This design comes from an exercise in tuning for small area on the open sky130 flow, not from production work.
At most, simulation tests tie the RTL to the original design; equivalence was not proved.
For runs 1 to 3, only the layout was checked, not whether the RTL still works.
Power and IR drop assume default switching activity.

$ cat design.v
module uart_recv (
  input  logic       clk,
  input  logic       rst,
  input  logic       signal,
  output logic [7:0] data,
  output logic       dataReceivedFlag
);
localparam logic [3:0] START = 4'd15, STOP = 4'd8, IDLE = 4'd12;
logic [6:0] count;
logic [3:0] state;
wire idle = (state == IDLE);
wire sample = (!count[0] && !count[1] && !count[3] && !count[4] && !count[6]);
always_ff @(posedge clk) begin
  if (idle)
    count <= 7'b1011111;
  else if (sample)
    count <= 7'b1011101;
  else
    count <= {count[5:0], count[3] ^ count[6]};
  if (!state[3] && sample)
    data[state[2:0]] <= signal;
  dataReceivedFlag <= !rst && (state == STOP) && sample && signal;
  if (rst)
    state <= IDLE;
  else if (idle) begin
    if (!signal)
      state <= START;
  end else if (sample) begin
    if (state == STOP || (state == START && signal))
      state <= IDLE;
    else
      state <= state + 4'd1;
  end
end
endmodule
module uart_send (
  input  logic       clk,
  input  logic       rst,
  input  logic [7:0] data,
  input  logic       send_trigger,
  output logic       signal
);
localparam logic [3:0] START = 4'd15, END = 4'd9, IDLE = 4'd10;
logic [6:0] count;
logic [3:0] state;
wire tick = (count[1] && count[2] && count[4] && count[5] && count[6]);
wire idle = (state == IDLE) || (state == END && tick);
always_ff @(posedge clk) begin
  if (idle)
    count <= 7'b1111110;
  else if (tick)
    count <= 7'b1010010;
  else
    count <= {count[5:0], !(count[3] ^ count[6])};
  if (rst)
    signal <= 1'b1;
  else if (!idle && tick)
    signal <= state[3] ? (state != START) : data[state[2:0]];
  if (rst)
    state <= IDLE;
  else if (idle)
    state <= send_trigger ? START : IDLE;
  else if (tick)
    state <= state + 4'd1;
end
endmodule
module main (
	output logic tx,
	input logic rx,
	input logic clk,
	input logic rst,
	output logic led_red,
	output logic led_green
);
logic [7:0] data;
logic       flag;
uart_recv recv (
	.clk(clk),
	.rst(rst),
	.signal(rx),
	.data(data),
	.dataReceivedFlag(flag)
);
uart_send send (
	.clk(clk),
	.rst(rst),
	.data(data),
	.send_trigger(flag),
	.signal(tx)
);
assign led_red = rx;
assign led_green = tx;
endmodule
$ cat flow/run.sh
#!/bin/bash
# Layout flow: the standard synthesis, then the combinational logic between
# the registers is mapped again by ABC for area (registers, their names and cell
# types are kept as the standard synthesis made them), then the standard
# layout from floorplan to finish. Ports are buffered with the smallest buffer.
set -euo pipefail
here=$(pwd)
R=$here/orfs/results/$FLOW_PLATFORM/main/base
LIB=$FLOW_HOME/platforms/$FLOW_PLATFORM/lib/sky130_fd_sc_hd__tt_025C_1v80.lib

bash standard.sh synth > synth.log 2>&1

# remap the combinational cells
python3 flow/libcomb.py $LIB comb_cells.v > libcomb.log 2>&1
DU=$(sed -n '/DONT_USE_CELLS += /,/^$/p' $FLOW_HOME/platforms/$FLOW_PLATFORM/config.mk | grep -oE "sky130_fd_sc_hd__[a-z0-9_]+" | sed 's/^/-dont_use /' | tr '\n' ' ')
cp $R/1_2_yosys.v std_synth.v
yosys -p "read_liberty -lib $LIB; read_verilog -overwrite comb_cells.v; read_verilog std_synth.v; hierarchy -top $FLOW_TOP; flatten; delete t:\$scopeinfo; techmap; opt -purge; abc -liberty $LIB $DU; read_liberty -lib -overwrite $LIB; opt_clean -purge; hilomap -singleton -hicell sky130_fd_sc_hd__conb_1 HI -locell sky130_fd_sc_hd__conb_1 LO; opt_clean -purge; check -assert -mapped; stat -liberty $LIB; write_verilog -noattr -nohex -nodec -selected remap.v" > remap.log 2>&1
cp remap.v $R/1_2_yosys.v
rm -f $R/1_synth.odb

bash standard.sh BUFFER_PORTS_ARGS="-buffer_cell sky130_fd_sc_hd__buf_1" finish > layout.log 2>&1
$ cat flow/libcomb.py
#!/usr/bin/env python3
"""Write Verilog models of the combinational cells of a liberty file (function attributes)."""
import re, sys
t = open(sys.argv[1]).read()
out = []
for chunk in re.split(r'\n\s*cell\s*\(', t)[1:]:
    name = re.match(r'\s*"?([\w]+)"?\s*\)', chunk).group(1)
    if re.search(r'\b(ff|latch|statetable)\s*\(', chunk):
        continue
    pins = re.findall(r'pin\s*\(\s*"?(\w+)"?\s*\)\s*\{(.*?)\n\s{8}\}', chunk, re.S)
    if not pins:
        continue
    ins, outs = [], []
    ok = True
    for p, body in pins:
        d = re.search(r'direction\s*:\s*"?(\w+)"?', body)
        if not d:
            continue
        if d.group(1) == 'input':
            ins.append(p)
        elif d.group(1) == 'output':
            f = re.search(r'\bfunction\s*:\s*"([^"]*)"', body)
            if not f or re.search(r'three_state', body):
                ok = False
                break
            outs.append((p, f.group(1)))
    if not ok or not outs:
        continue
    def conv(e):
        e = e.replace('!', '~').replace('*', '&').replace('+', '|')
        e = re.sub(r'([\w\)])\s+(?=[\w~\(])', r'\1 & ', e)
        return e
    ports = ins + [o for o, _ in outs]
    s = f"module {name}({', '.join(ports)});\n"
    for i in ins: s += f"  input {i};\n"
    for o, f in outs: s += f"  output {o};\n  assign {o} = {conv(f)};\n"
    s += "endmodule\n"
    out.append(s)
open(sys.argv[2], 'w').write("".join(out))
print(len(out), "cells")
$ cat standard.sh
#!/bin/bash
# synth_recipe.tcl (not shown) runs the flow's synth.tcl, then flattens the netlist and writes it again
# the make line also repeats each setting of config.mk as NAME=value (left out here)
make -C /OpenROAD-flow-scripts/flow DESIGN_CONFIG=/design/flow/config.mk WORK_HOME=/design/flow/orfs CLKGATE_MAP_FILE= SYNTH_SCRIPT=/design/flow/synth_recipe.tcl "${@:-finish}"
$ cat config.mk
export PLATFORM = sky130hd
export DESIGN_NAME = main
export DESIGN_NICKNAME = main
export VERILOG_FILES = /design/flow/design.v
export SDC_FILE = /design/flow/constraint.sdc
export NUM_CORES = 4
export LEC_CHECK = 0
export ABC_AREA = 1
export CAP_MARGIN = 20
export CORE_MARGIN = 2
export CORE_UTILIZATION = 70
export SLEW_MARGIN = 20
$ cat constraint.sdc
create_clock -name core_clock -period 10.0 [get_ports {clk}]
set_input_delay 2.0000 -clock core_clock [delete_from_list [all_inputs] [get_ports {clk}]]
set_output_delay 2.0000 -clock core_clock [all_outputs]
set_load 0.01 [all_outputs]
==> results of run 1 <==
## power breakdown
| part | switching, mW | internal [mW] |
|---|---|---|
| Clock | 0.0445 | 0.0423 |
| Combinational | 0.0497 | 0.0389 |
| Sequential | 0.0168 | 0.152 |
| Total | 0.111 | 0.234 |
## per-layer routing
layer	vias up	global-route usage, %
met3	5	6.79
met5	-	0
met1	488	34.5
met4	0	11.7
li1	513	-
met2	25	37.3
## cell type report
class                   count  area share [%]
clock inverters             2           0.777
well taps                  25            2.16
clock buffers               6            4.31
inverters                   3           0.777
repair buffers              5            1.29
multi-input cells         101            41.0
flip-flops and latches     32            49.7
## final timing paths
| check | startpoint | slack, ps | to |
|---|---|---|---|
| worst min-delay path | send.count[0]$_SDFF_PP0_ | 420 | send.count[1]$_SDFF_PP1_ |
| worst max register to register | recv.state[0]$_SDFFE_PP0P_ | 8250 | recv.state[2]$_SDFFE_PP1P_ |
| worst max-delay path | rx | 5600 | led_red |
| worst min register to register | send.count[0]$_SDFF_PP0_ | 420 | send.count[1]$_SDFF_PP1_ |
## placed cells by master, fill, tap and decap left out
| cell | n |
|---|---|
| nor2b_1 | 2 |
| nor4_1 | 1 |
| or2_0 | 2 |
| nand2b_1 | 9 |
| and2_0 | 4 |
| and4_1 | 1 |
| o21ai_0 | 7 |
| o221ai_1 | 1 |
| and3b_1 | 1 |
| clkbuf_4 | 5 |
| nand3b_1 | 3 |
| o21a_1 | 1 |
| nand4bb_1 | 1 |
| clkinv_1 | 3 |
| nor3b_1 | 1 |
| mux2_1 | 3 |
| a21oi_1 | 6 |
| dfxtp_1 | 24 |
| nor4b_1 | 2 |
| o32ai_1 | 1 |
| nand3_1 | 4 |
| buf_1 | 5 |
| o22ai_1 | 1 |
| clkbuf_16 | 1 |
| xnor2_1 | 2 |
| a31oi_1 | 4 |
| xor2_1 | 2 |
| clkinv_2 | 1 |
| inv_4 | 1 |
| nor3_1 | 6 |
| a21o_1 | 3 |
| a211o_1 | 1 |
| a32oi_1 | 1 |
| and3_1 | 1 |
| nand2_1 | 12 |
| nor2_1 | 17 |
| a21bo_1 | 1 |
| edfxtp_1 | 8 |
## registers in the layout, indices dropped and copies added, names as in the netlist
register and cells:
recv.data 8, recv.count 7, send.signal 1, send.state 4, send.count 7, recv.dataReceivedFlag 1
recv.state 4
==> summary.md, run 1 <==
| Metric | Value |
|---|---|
| Status | `no timing/DRC/antenna violations` |
| Crit path DAT | `about 2400 ps` |
| Die height | `47.5 um` |
| Slew HR | `54.7%` |
| HP Class | `flip-flop to flip-flop` |
| Worst Reg-to-Reg Cells | `5` |
| CTS tree | `built` |
| Syn Inst Count | `136` |
| Initial antenna violation count | `0` |
| Root Buffer | `clkbuf_4` |
| Area of the multi-input gates | `a little under 600 um^2` |
| Syn Std Cell Area | `1330 um^2` |
| RSZ-0062 raised after global routing | `no` |
| Top cell family by delay on the critical path | `buffers and inverters` |
| Critical path class | `input pin to output pin` |
| Antenna Cells | `0` |
| Overall Global Routing Usage | `25.2%` |
| DR WL met3 | `87 um` |
| Peak fanout along the critical path | `8` |
| Layout cells sized above 1 | `5.37%` |
| Final Max Slew Viols | `0` |
| Sequential cell area | `721 um^2` |
| Nets | `151` |
| Crit-path cells | `buf_1 -> buf_1` |
| Num CTS Buffers | `5` |
| Post-route cell area | `approximately 1500 um^2` |
| Die X | `between 40 and 50 um` |
| 1st-iter DRT viols | `30` |
| I/O Pins | `6` |
| Most used cell, CP | `buf_1` |
| Buffers on Ports | `5` |
| Final worst path period need | `4400 ps` |
| Cts hold-fix bufs | `0` |
| Worst-margin pin slew | `677 ps` |
| Worst Skew | `13.3 ps` |
| Antenna-violating nets left | `0` |
| Yosys warns | `2` |
| Setup crit end kind | `output pin` |
| Worst path slowest cell | `buf_1` |
| First-pass GRT wire length | `3.80 mm` |
| Startpoint types | `input pin` |
| GPL Wtd Cong | `0.804` |
| Worst IR Drop VDD | `~0.20 mV` |
| Post-DP HPWL | `between 1.5 and 2 mm` |
| Highest routed layer | `met4` |
| Vias | `1031` |
| Starting Density | `76.0%` |
| Clock buffer depth | `2` |
| DR WL/cell | `13.9 um` |
| Sink Count | `32` |
| Number of remaining DRC errors | `0` |
| Max Cap Violations | `0` |
| Setup Total Neg Slack | `0 ps` |
| FMAX | `227 MHz` |
| Placed Instances | `166` |
| Site row count | `15` |
| Met1 wire length | `1.14 mm` |
| Core area | `1750 um^2` |
| Global route overflow | `0` |
| Layout Area Growth over Synthesis | `9.34%` |
| Layout Utilization | `83.1%` |
| Worst path depth | `2` |
| Hold Violations, Final | `0` |
| PwrDens | `238 nW/um^2` |
| Data required, critical path | `8000 ps` |
| Worst slack at placement | `5600 ps` |
| H-tree Lvls | `2` |
| Post-CTS sizing | `0` |
| Post-Layout Cell Count | `around 170` |
| CP Buf/Inv Count | `2` |
| Hold slack | `422 ps` |
| # fillers | `113` |
| Drt total wl | `2.41 mm` |
| Leak pwr | `just over 0.5 nW` |
| Synthesized area per cell | `9.75 um^2` |
| Largest net degree at the start of global routing | `16` |
| Total power | `345 uW` |
| Syn Nets | `139` |
| Postcts setup bufs | `0` |
| CP max stage delay | `220 ps` |
| Dpl cell area | `1380 um^2` |
| Period utilization | `~44%` |
| Clk slew on worst S/H paths | `around 90 ps` |
| Die area | `~2300 um^2` |
| Final critical-path setup slack | `5600 ps` |
| Setup-failing EPs final | `0` |
| Hold Path Depth | `1` |
| Met2 wire len | `1.14 mm` |
| TritonRoute pass-1 iters | `4` |
| Vias in the first global route | `approximately 860` |
| Clk latency of the worst-skew pair | `330 ps` |
| Vias/cell | `5.93` |
==> inputs of run 2 (changes only) <==
--- a/config.mk
+++ b/config.mk
@@ -11,2 +11,5 @@
 export CORE_UTILIZATION = 70
+export CTS_BUF_LIST = sky130_fd_sc_hd__clkbuf_4
+export CTS_CLUSTER_DIAMETER = 200
+export CTS_CLUSTER_SIZE = 40
 export SLEW_MARGIN = 20
==> summary.md, run 2 <==
| Metric | Value |
|---|---|
| Cts hold-fix bufs | `0` |
| Leak pwr | `0.510 nW` |
| Max Cap Violations | `0` |
| Synthesized area per cell | `9.75 um^2` |
| Postcts setup bufs | `0` |
| Layout Utilization | `83.4%` |
| FMAX | `227 MHz` |
| Layout cells sized above 1 | `~5.4%` |
| Placed Instances | `166` |
| Post-Layout Cell Count | `between 150 and 200` |
| H-tree Lvls | `2` |
| Vias/cell | `5.89` |
| Worst-margin pin slew | `686 ps` |
| Critical path class | `input pin to output pin` |
| Slew HR | `54.1%` |
| Setup crit end kind | `output pin` |
| Sink Count | `32` |
| Final worst path period need | `4400 ps` |
| Syn Nets | `139` |
| Most frequent cells in the layout | `dfxtp_1, nor2_1, nand2_1` |
| Post-CTS sizing | `0` |
| Site row count | `15` |
| I/O Pins | `6` |
| GPL Wtd Cong | `roughly 0.80` |
| Layout Area Growth over Synthesis | `9.72%` |
| Clk latency of the worst-skew pair | `330 ps` |
| Hold Violations, Final | `0` |
| Most used cell, CP | `buf_1` |
| First-pass GRT wire length | `3.95 mm` |
| Root Buffer | `clkbuf_4` |
| Starting Density | `76.0%` |
| CP max stage delay | `220 ps` |
| Syn Inst Count | `136` |
| Drt total wl | `2.46 mm` |
| Die X | `47.5 um` |
| Setup-failing EPs final | `0` |
| Top cell family by delay on the critical path | `buffers and inverters` |
| Global route overflow | `0` |
| Number of remaining DRC errors | `0` |
| Num CTS Buffers | `5` |
| Vias | `1025` |
| RSZ-0062 raised after global routing | `no` |
| Crit path DAT | `2400 ps` |
| Overall Global Routing Usage | `26.3%` |
| Startpoint types | `input pin` |
| Crit-path cells | `buf_1 -> buf_1` |
| Setup Total Neg Slack | `0 ps` |
| Final Max Slew Viols | `0` |
| PwrDens | `245 nW/um^2` |
| CTS tree | `built` |
| Hold slack | `423 ps` |
| Post-DP HPWL | `between 1.5 and 2 mm` |
| Antenna Cells | `0` |
| Most common cell after layout, fill and taps aside | `dfxtp_1` |
| TritonRoute pass-1 iters | `4` |
| Clock buffer depth | `2` |
| Nets | `151` |
| Worst Skew | `10.3 ps` |
| Worst path slowest cell | `buf_1` |
| Antenna-violating nets left | `0` |
| Initial antenna violation count | `0` |
| Syn Std Cell Area | `1330 um^2` |
| Yosys warns | `2` |
| CP Buf/Inv Count | `2` |
| Worst IR Drop VDD | `0.232 mV` |
| Clk slew on worst S/H paths | `around 90 ps` |
| Die height | `47.5 um` |
| Vias in the first global route | `910` |
| Buffers on Ports | `5` |
| Data required, critical path | `8000 ps` |
| 1st-iter DRT viols | `25` |
| HP Class | `flip-flop to flip-flop` |
| Die area | `2260 um^2` |
| DR WL/cell | `14.1 um` |
| Core area | `1750 um^2` |
| Period utilization | `between 40% and 50%` |
| Status | `no timing/DRC/antenna violations` |
| Largest net degree at the start of global routing | `16` |
| Max reg flops | `8` |
| Peak fanout along the critical path | `8` |
-- run 2: final cells by class --
| class | count | area [um^2] |
|---|---|---|
| flip-flops and latches | 32 | 721 |
| multi-input cells | 101 | 594 |
| fillers | 112 | 290 |
| clock buffers | 5 | 37.5 |
| well taps | 25 | 31.3 |
| clock inverters | 3 | 41.3 |
| inverters | 3 | 11.3 |
| repair buffers | 5 | 18.8 |
-- run 2: where the power goes --
part | switching, mW | internal, mW | total, mW
logic | 0.0498 | 0.0389 | 0.0887
registers | 0.0171 | 0.152 | 0.169
clock network | 0.0453 | 0.0523 | 0.0976
total | 0.112 | 0.244 | 0.356
-- run 2: final timing paths --
check | start | to | slack [ps] | cells after the start
hold reg to reg | send.count[0]$_SDFF_PP0_ | send.count[1]$_SDFF_PP1_ | 420 | 1
hold / removal | send.count[0]$_SDFF_PP0_ | send.count[1]$_SDFF_PP1_ | 420 | 1
setup reg to reg | recv.state[0]$_SDFFE_PP0P_ | recv.state[2]$_SDFFE_PP1P_ | 8240 | 5
setup / recovery | rx | led_red | 5600 | 2
-- run 2: per-stage QoR --
step / power (mW) / cell area, um^2 / setup WS (ps)
floorplan: 0.238 / 1330 / 6000
global placement: 0.256 / 1380 / 5600
detailed placement: 0.260 / 1380 / 5600
CTS: 0.355 / 1460 / 5600
global route: 0.374 / 1460 / 5540
finish: 0.356 / 1460 / 5600
-- run 2: layer usage --
| metal | track usage (%) | vias to the layer above | share of wire (%) |
|---|---|---|---|
| li1 | - | 513 | - |
| met1 | 35.5 | 479 | 47 |
| met2 | 38.9 | 27 | 47 |
| met3 | 7.17 | 6 | 3.7 |
| met4 | 13.3 | 0 | 2.0 |
| met5 | 0 | - | 0 |
==> inputs of run 3 (changes only) <==
--- a/config.mk
+++ b/config.mk
@@ -11,3 +11,3 @@
 export CORE_UTILIZATION = 70
-export CTS_BUF_LIST = sky130_fd_sc_hd__clkbuf_4
+export CTS_BUF_LIST = sky130_fd_sc_hd__clkbuf_8
 export CTS_CLUSTER_DIAMETER = 200
==> summary.md, run 3 <==
| Metric | Value |
|---|---|
| Antenna-violating nets left | `0` |
| Flop2flop setup slack | `slightly above 8000 ps` |
| Vias/cell | `roughly 6.0` |
| Leak pwr | `around 0.52 nW` |
| CP max stage delay | `210 ps` |
| Setup Total Neg Slack | `0 ps` |
| Nets | `around 150` |
| Core area | `1750 um^2` |
| Global route overflow | `0` |
| Top cell family by delay on the critical path | `buffers and inverters` |
| Crit-path cells | `buf_1 -> buf_1` |
| Worst slack at placement | `~5600 ps` |
| Vias | `between 1000 and 1500` |
| Initial antenna violation count | `0` |
| Sink Count | `32` |
| Drt total wl | `2.68 mm` |
| Clk latency of the worst-skew pair | `280 ps` |
| Site row count | `15` |
| HP Start | `send.count[0]$_SDFF_PP0_` |
| Die area | `2260 um^2` |
| 1st-iter DRT viols | `21` |
| Synthesized area per cell | `about 9.8 um^2` |
| Syn Inst Count | `136` |
| Crit path DAT | `2400 ps` |
| Postcts setup bufs | `0` |
| Antenna Cells | `0` |
| WHS Endpoint | `send.count[1]$_SDFF_PP1_` |
| DR WL/cell | `roughly 15 um` |
| Largest net degree at the start of global routing | `16` |
| CP Buf/Inv Count | `2` |
| Startpoint types | `input pin` |
| Most used cell, CP | `buf_1` |
| Most common cell after layout, fill and taps aside | `dfxtp_1` |
| RSZ-0062 raised after global routing | `no` |
| Layout Utilization | `a little under nine tenths` |
| Root Buffer | `clkbuf_8` |
| Number of remaining DRC errors | `0` |
| Hold Violations, Final | `0` |
| Setup-failing EPs final | `0` |
| Hold Path Depth | `1` |
| Data required, critical path | `8000 ps` |
| Period utilization | `44.0%` |
| Max Cap Violations | `0` |
| HP Class | `flip-flop to flip-flop` |
| Critical path class | `input pin to output pin` |
| Worst-margin pin slew | `677 ps` |
| Vias in the first global route | `926` |
| R2R Path Start | `recv.state[0]$_SDFFE_PP0P_` |
| FMAX | `227 MHz` |
| Peak fanout along the critical path | `8` |
| Layout cells sized above 1 | `about 5.4%` |
| Worst path slowest cell | `buf_1` |
| Clk slew on worst S/H paths | `about 60 ps` |
| Post-CTS sizing | `0` |
| PwrDens | `between 200 and 300 nW/um^2` |
| FF-to-FF End | `recv.state[2]$_SDFFE_PP1P_` |
| Buffers on Ports | `5` |
| Status | `no timing/DRC/antenna violations` |
| GPL Wtd Cong | `between 0.8 and 0.9` |
| Setup crit end kind | `output pin` |
| Yosys warns | `2` |
| TritonRoute pass-1 iters | `4` |
| I/O Pins | `6` |
| Final critical-path setup slack | `5600 ps` |
| Worst IR Drop VDD | `0.202 mV` |
| Overall Global Routing Usage | `28.0%` |
| Layout Area Growth over Synthesis | `12.1%` |
| Most frequent cells in the layout | `dfxtp_1, nor2_1, nand2_1` |
| Cts hold-fix bufs | `0` |
| First-pass GRT wire length | `between 4 and 5 mm` |
| CTS tree | `built` |
| Clock buffer depth | `2` |
| Max reg flops | `8` |
| Num CTS Buffers | `5` |
| Worst Reg-to-Reg Cells | `5` |
| Syn Std Cell Area | `1330 um^2` |
| Syn Nets | `139` |
| Starting Density | `roughly three quarters` |
| Final worst path period need | `4400 ps` |
| Final Max Slew Viols | `0` |
| H-tree Lvls | `2` |
| # fillers | `100` |
| Worst Skew | `8.73 ps` |
| Die height | `about 48 um` |
| Slew HR | `between 50% and 60%` |
| Die X | `47.5 um` |
| Post-DP HPWL | `1.62 mm` |
-- run 3: how the worst max path moves through the flow --
| stage | to | slack, ps | startpoint | depth (start not counted) |
|---|---|---|---|---|
| after floorplan | led_red | 6000 | rx | 0 |
| after global placement | led_red | 5600 | rx | 2 |
| after detailed placement | led_red | 5600 | rx | 2 |
| after CTS | led_red | 5600 | rx | 2 |
| after global routing | led_red | 5540 | rx | 2 |
| final | led_red | 5600 | rx | 2 |
-- run 3: area by class of cell --
cell class              count  area [um^2]  share of cell area [%]
clock buffers               5         68.8                    4.63
clock inverters             3         41.3                    2.78
inverters                   3         11.3                   0.758
multi-input cells         101          594                    40.0
flip-flops and latches     32          721                    48.5
well taps                  25         31.3                    2.10
repair buffers              5         18.8                    1.26
-- run 3: routing by layer --
metal | share of wire (%) | up-vias | track usage (%)
li1 | - | 515 | -
met3 | 4.5 | 12 | 11.3
met5 | 0 | - | 0
met4 | 2.9 | 0 | 18.3
met1 | 44 | 483 | 34.6
met2 | 49 | 34 | 40.3
-- run 3: per-stage QoR --
stage	hold WS, ps	instance area [um^2]	std cells	total power, mW
2_1_floorplan	386	1330	136	0.238
3_3_place_gp	393	1380	166	0.256
3_5_place_dp	406	1380	166	0.260
4_1_cts	422	1490	174	0.381
5_1_grt	448	1490	174	0.401
6_report	415	1490	174	0.381
-- run 3: power by group --
part	internal (mW)	switching (mW)	total (mW)	leakage (nW)
logic	0.0390	0.0508	0.0898	0.199
registers	0.153	0.0173	0.170	0.266
clock network	0.0738	0.0477	0.122	0.0585
total	0.265	0.116	0.381	0.523
==> inputs of run 4 (changes only) <==
--- a/design.v
+++ b/design.v
@@ -5,3 +5,3 @@
   output logic [7:0] data,
-  output logic       dataReceivedFlag
+  output logic       byteValid
 );
@@ -12,2 +12,3 @@
 wire sample = (!count[0] && !count[1] && !count[3] && !count[4] && !count[6]);
+assign byteValid = (state == STOP) && sample && signal;
 always_ff @(posedge clk) begin
@@ -19,5 +20,5 @@
     count <= {count[5:0], count[3] ^ count[6]};
-  if (!state[3] && sample)
-    data[state[2:0]] <= signal;
-  dataReceivedFlag <= !rst && (state == STOP) && sample && signal;
+  for (int i = 0; i < 8; i++)
+    if (!state[3] && sample && state[2:0] == i)
+      data[i] <= signal;
   if (rst)
@@ -46,6 +47,6 @@
 wire tick = (count[1] && count[2] && count[4] && count[5] && count[6]);
-wire idle = (state == IDLE) || (state == END && tick);
+wire idle = (state == IDLE) || (state == END && (count[0] && count[1] && count[3] && count[4] && count[5]));
 always_ff @(posedge clk) begin
   if (idle)
-    count <= 7'b1111110;
+    count <= 7'b0111111;
   else if (tick)
@@ -75,3 +76,3 @@
 logic [7:0] data;
-logic       flag;
+logic       byte_ok;
 uart_recv recv (
@@ -81,3 +82,3 @@
 	.data(data),
-	.dataReceivedFlag(flag)
+	.byteValid(byte_ok)
 );
@@ -87,3 +88,3 @@
 	.data(data),
-	.send_trigger(flag),
+	.send_trigger(byte_ok),
 	.signal(tx)
--- a/flow/run.sh
+++ b/flow/run.sh
@@ -20,2 +20,5 @@
 
-bash standard.sh BUFFER_PORTS_ARGS="-buffer_cell sky130_fd_sc_hd__buf_1" finish > layout.log 2>&1
+CTS_BUF=${CTS_BUF:-sky130_fd_sc_hd__clkbuf_8}
+bash standard.sh BUFFER_PORTS_ARGS="-buffer_cell sky130_fd_sc_hd__buf_1" \
+  CTS_ARGS="-buf_list $CTS_BUF -root_buf $CTS_BUF -sink_clustering_enable -sink_clustering_size 40 -sink_clustering_max_diameter 500 -dont_use_dummy_load -repair_clock_nets" \
+  finish > layout.log 2>&1
--- a/config.mk
+++ b/config.mk
@@ -7,3 +7,2 @@
 export LEC_CHECK = 0
-export ABC_AREA = 1
 export CAP_MARGIN = 20
@@ -11,5 +10,2 @@
 export CORE_UTILIZATION = 70
-export CTS_BUF_LIST = sky130_fd_sc_hd__clkbuf_8
-export CTS_CLUSTER_DIAMETER = 200
-export CTS_CLUSTER_SIZE = 40
 export SLEW_MARGIN = 20
==> summary.md, run 4 <==
| Metric | Value |
|---|---|
| Max Cap Violations | `0` |
| Cts hold-fix bufs | `0` |
| Antenna-violating nets left | `0` |
| DR WL/cell | `15.7 um` |
| Clk slew on worst S/H paths | `60 ps` |
| I/O Pins | `6` |
| CP max stage delay | `around 350 ps` |
| Largest net degree at the start of global routing | `14` |
| Antenna Cells | `0` |
| Reported net switching power | `83.3 uW` |
| Worst Skew | `between 15 and 20 ps` |
| Peak fanout along the critical path | `13` |
| Root Buffer | `clkbuf_8` |
| Starting Density | `73.4%` |
| Setup-failing EPs final | `0` |
| Data required, critical path | `about 8000 ps` |
| Post-DP HPWL | `1.56 mm` |
| Worst slack at placement | `5470 ps` |
| Max reg flops | `8` |
| TritonRoute pass-1 iters | `4` |
| Die area | `2120 um^2` |
| Num CTS Buffers | `5` |
| 1st-iter DRT viols | `28` |
| CP Buf/Inv Count | `2` |
| Worst-margin pin slew | `792 ps` |
| Leak pwr | `0.449 nW` |
| Slew HR | `46.5%` |
| Top cell family by delay on the critical path | `buffers and inverters` |
| Number of remaining DRC errors | `0` |
| Buffers on Ports | `5` |
| Dpl cell area | `1280 um^2` |
| PwrDens | `216 nW/um^2` |
| Most used cell, CP | `buf_1` |
| CTS tree | `built` |
| Sink Count | `31` |
| Site row count | `15` |
| Vias in the first global route | `817` |
| Setup Total Neg Slack | `0 ps` |
| Sw frac | `28.6%` |
| Sequential Power Share | `54.7%` |
| Startpoint types | `input pin` |
| Drt total wl | `2.33 mm` |
| Comb pwr share | `16.6%` |
| Post-route cell area | `~1300 um^2` |
| Most common cell after layout, fill and taps aside | `dfxtp_1` |
| Status | `no timing/DRC/antenna violations` |
| Yosys warns | `2` |
| Hold Violations, Final | `0` |
| Hold slack | `between 400 and 500 ps` |
| Nets | `136` |
| Most frequent cells in the layout | `dfxtp_1, nor2_1, nand2_1` |
| HP Class | `flip-flop to flip-flop` |
| Int Pwr | `208 uW` |
| Syn Std Cell Area | `1240 um^2` |
| Post-CTS sizing | `0` |
| Final worst path period need | `4550 ps` |
| Final Max Slew Viols | `0` |
| Clock buffer depth | `2` |
| Core area | `1690 um^2` |
| Layout Area Growth over Synthesis | `8.78%` |
| Flop2flop setup slack | `about 7700 ps` |
| First-pass GRT wire length | `3.60 mm` |
| Synthesized area per cell | `10.2 um^2` |
| # fillers | `111` |
| Crit path DAT | `2550 ps` |
| Layout Utilization | `79.9%` |
| H-tree Lvls | `2` |
| Final critical-path setup slack | `5450 ps` |
| Die height | `46.1 um` |
| Critical path class | `input pin to output pin` |
| Crit-path cells | `buf_1 -> buf_1` |
| FMAX | `220 MHz` |
| GPL Wtd Cong | `about 0.83` |
| Syn Nets | `124` |
| Syn Inst Count | `121` |
| Clock power frac | `about 29%` |
| Overall Global Routing Usage | `26.4%` |
| Die X | `~46 um` |
| Global route overflow | `0` |
| Setup crit end kind | `output pin` |
| Period utilization | `45.5%` |
| Vias/cell | `between 6 and 7` |
| RSZ-0062 raised after global routing | `no` |
| Initial antenna violation count | `0` |
| Worst IR Drop VDD | `0.183 mV` |
| Clk latency of the worst-skew pair | `280 ps` |
| Postcts setup bufs | `0` |
| Worst path slowest cell | `buf_1` |
| Vias | `940` |
| Layout cells sized above 1 | `5.34%` |
run 4: power groups by stage:
stage / Combinational (mW) / Sequential [mW] / Clock, mW
floorplan: 0.0387 / 0.157 / 0
global placement: 0.0471 / 0.160 / 0
detailed placement: 0.0479 / 0.161 / 0
CTS: 0.0485 / 0.159 / 0.0842
global route: 0.0555 / 0.161 / 0.0899
finish: 0.0483 / 0.159 / 0.0838
run 4: per-layer routing:
metal / wire [um] / part of all wire, % / vias up / track usage (%)
met3: 94 / 4.0 / 6 / 11.8
met2: 1170 / 50 / 20 / 42.5
li1: - / - / 468 / -
met1: 1000 / 43 / 446 / 30.0
met4: 61 / 2.6 / 0 / 12.0
met5: 0 / 0 / - / 0
run 4: stage by stage:
step                total power [mW]  std cells
CTS                            0.292        148
detailed placement             0.209        143
floorplan                      0.196        121
global placement               0.207        143
global route                   0.306        148
finish                         0.291        148
run 4: worst paths after layout:
check / from / endpoint / depth (start not counted)
worst min-delay path: recv.count[5]$_SDFF_PP0_ / recv.count[6]$_SDFF_PP1_ / 1
worst max-delay path: rx / led_red / 2
worst min register to register: recv.count[5]$_SDFF_PP0_ / recv.count[6]$_SDFF_PP1_ / 1
worst max register to register: recv.state[3]$_SDFFE_PP1P_ / recv.state[3]$_SDFFE_PP1P_ / 5
run 4: layout make-up:
class,count,area [um^2],area share [%]
Multi-Input combinational cell,85,520,38.6
Sequential cell,31,701,51.9
Inverter,5,18.8,1.39
Timing Repair Buffer,5,18.8,1.39
Clock buffer,5,68.8,5.10
Tap cell,17,21.3,1.58
run 4: worst register-to-register path, delay by kind of cell, from the launching register on:
family	cells	cell delay (ps)
AO/OA/AOI/OAI	3	930
flip-flops	1	500
AND/OR/NAND/NOR	2	790

-- re-timing with driven ports --
The results above use ideal ports. As a check the final layouts listed here were re-extracted and re-timed, cells and wires unchanged.
Step 1, drivers: a clkbuf_16 drives clk and a buf_2 each remaining input, both assumed.
Step 2, shift: input delay + t, output delay - t, t = (earliest + latest rising clock arrival at the registers) / 2. This alone moves slack from input paths to output paths.
Slacks: ideal ports / drivers / drivers and shift; pairs: ideal ports / drivers.
run	shift t [ns]	setup slack, ns	worst data-port slew with drivers (ns)
run 1	0.341	5.595 / 5.571 / 5.571	0.03
run 2	0.344	5.600 / 5.577 / 5.577	0.03
run 3	0.301	5.602 / 5.580 / 5.580	0.03
run 4	0.294	5.453 / 5.431 / 5.431	0.03
After both steps every run listed still meets setup and hold. The setup slack of run 1, which loses most, moves by -0.024 ns with the drivers and by -0.024 ns with both steps.
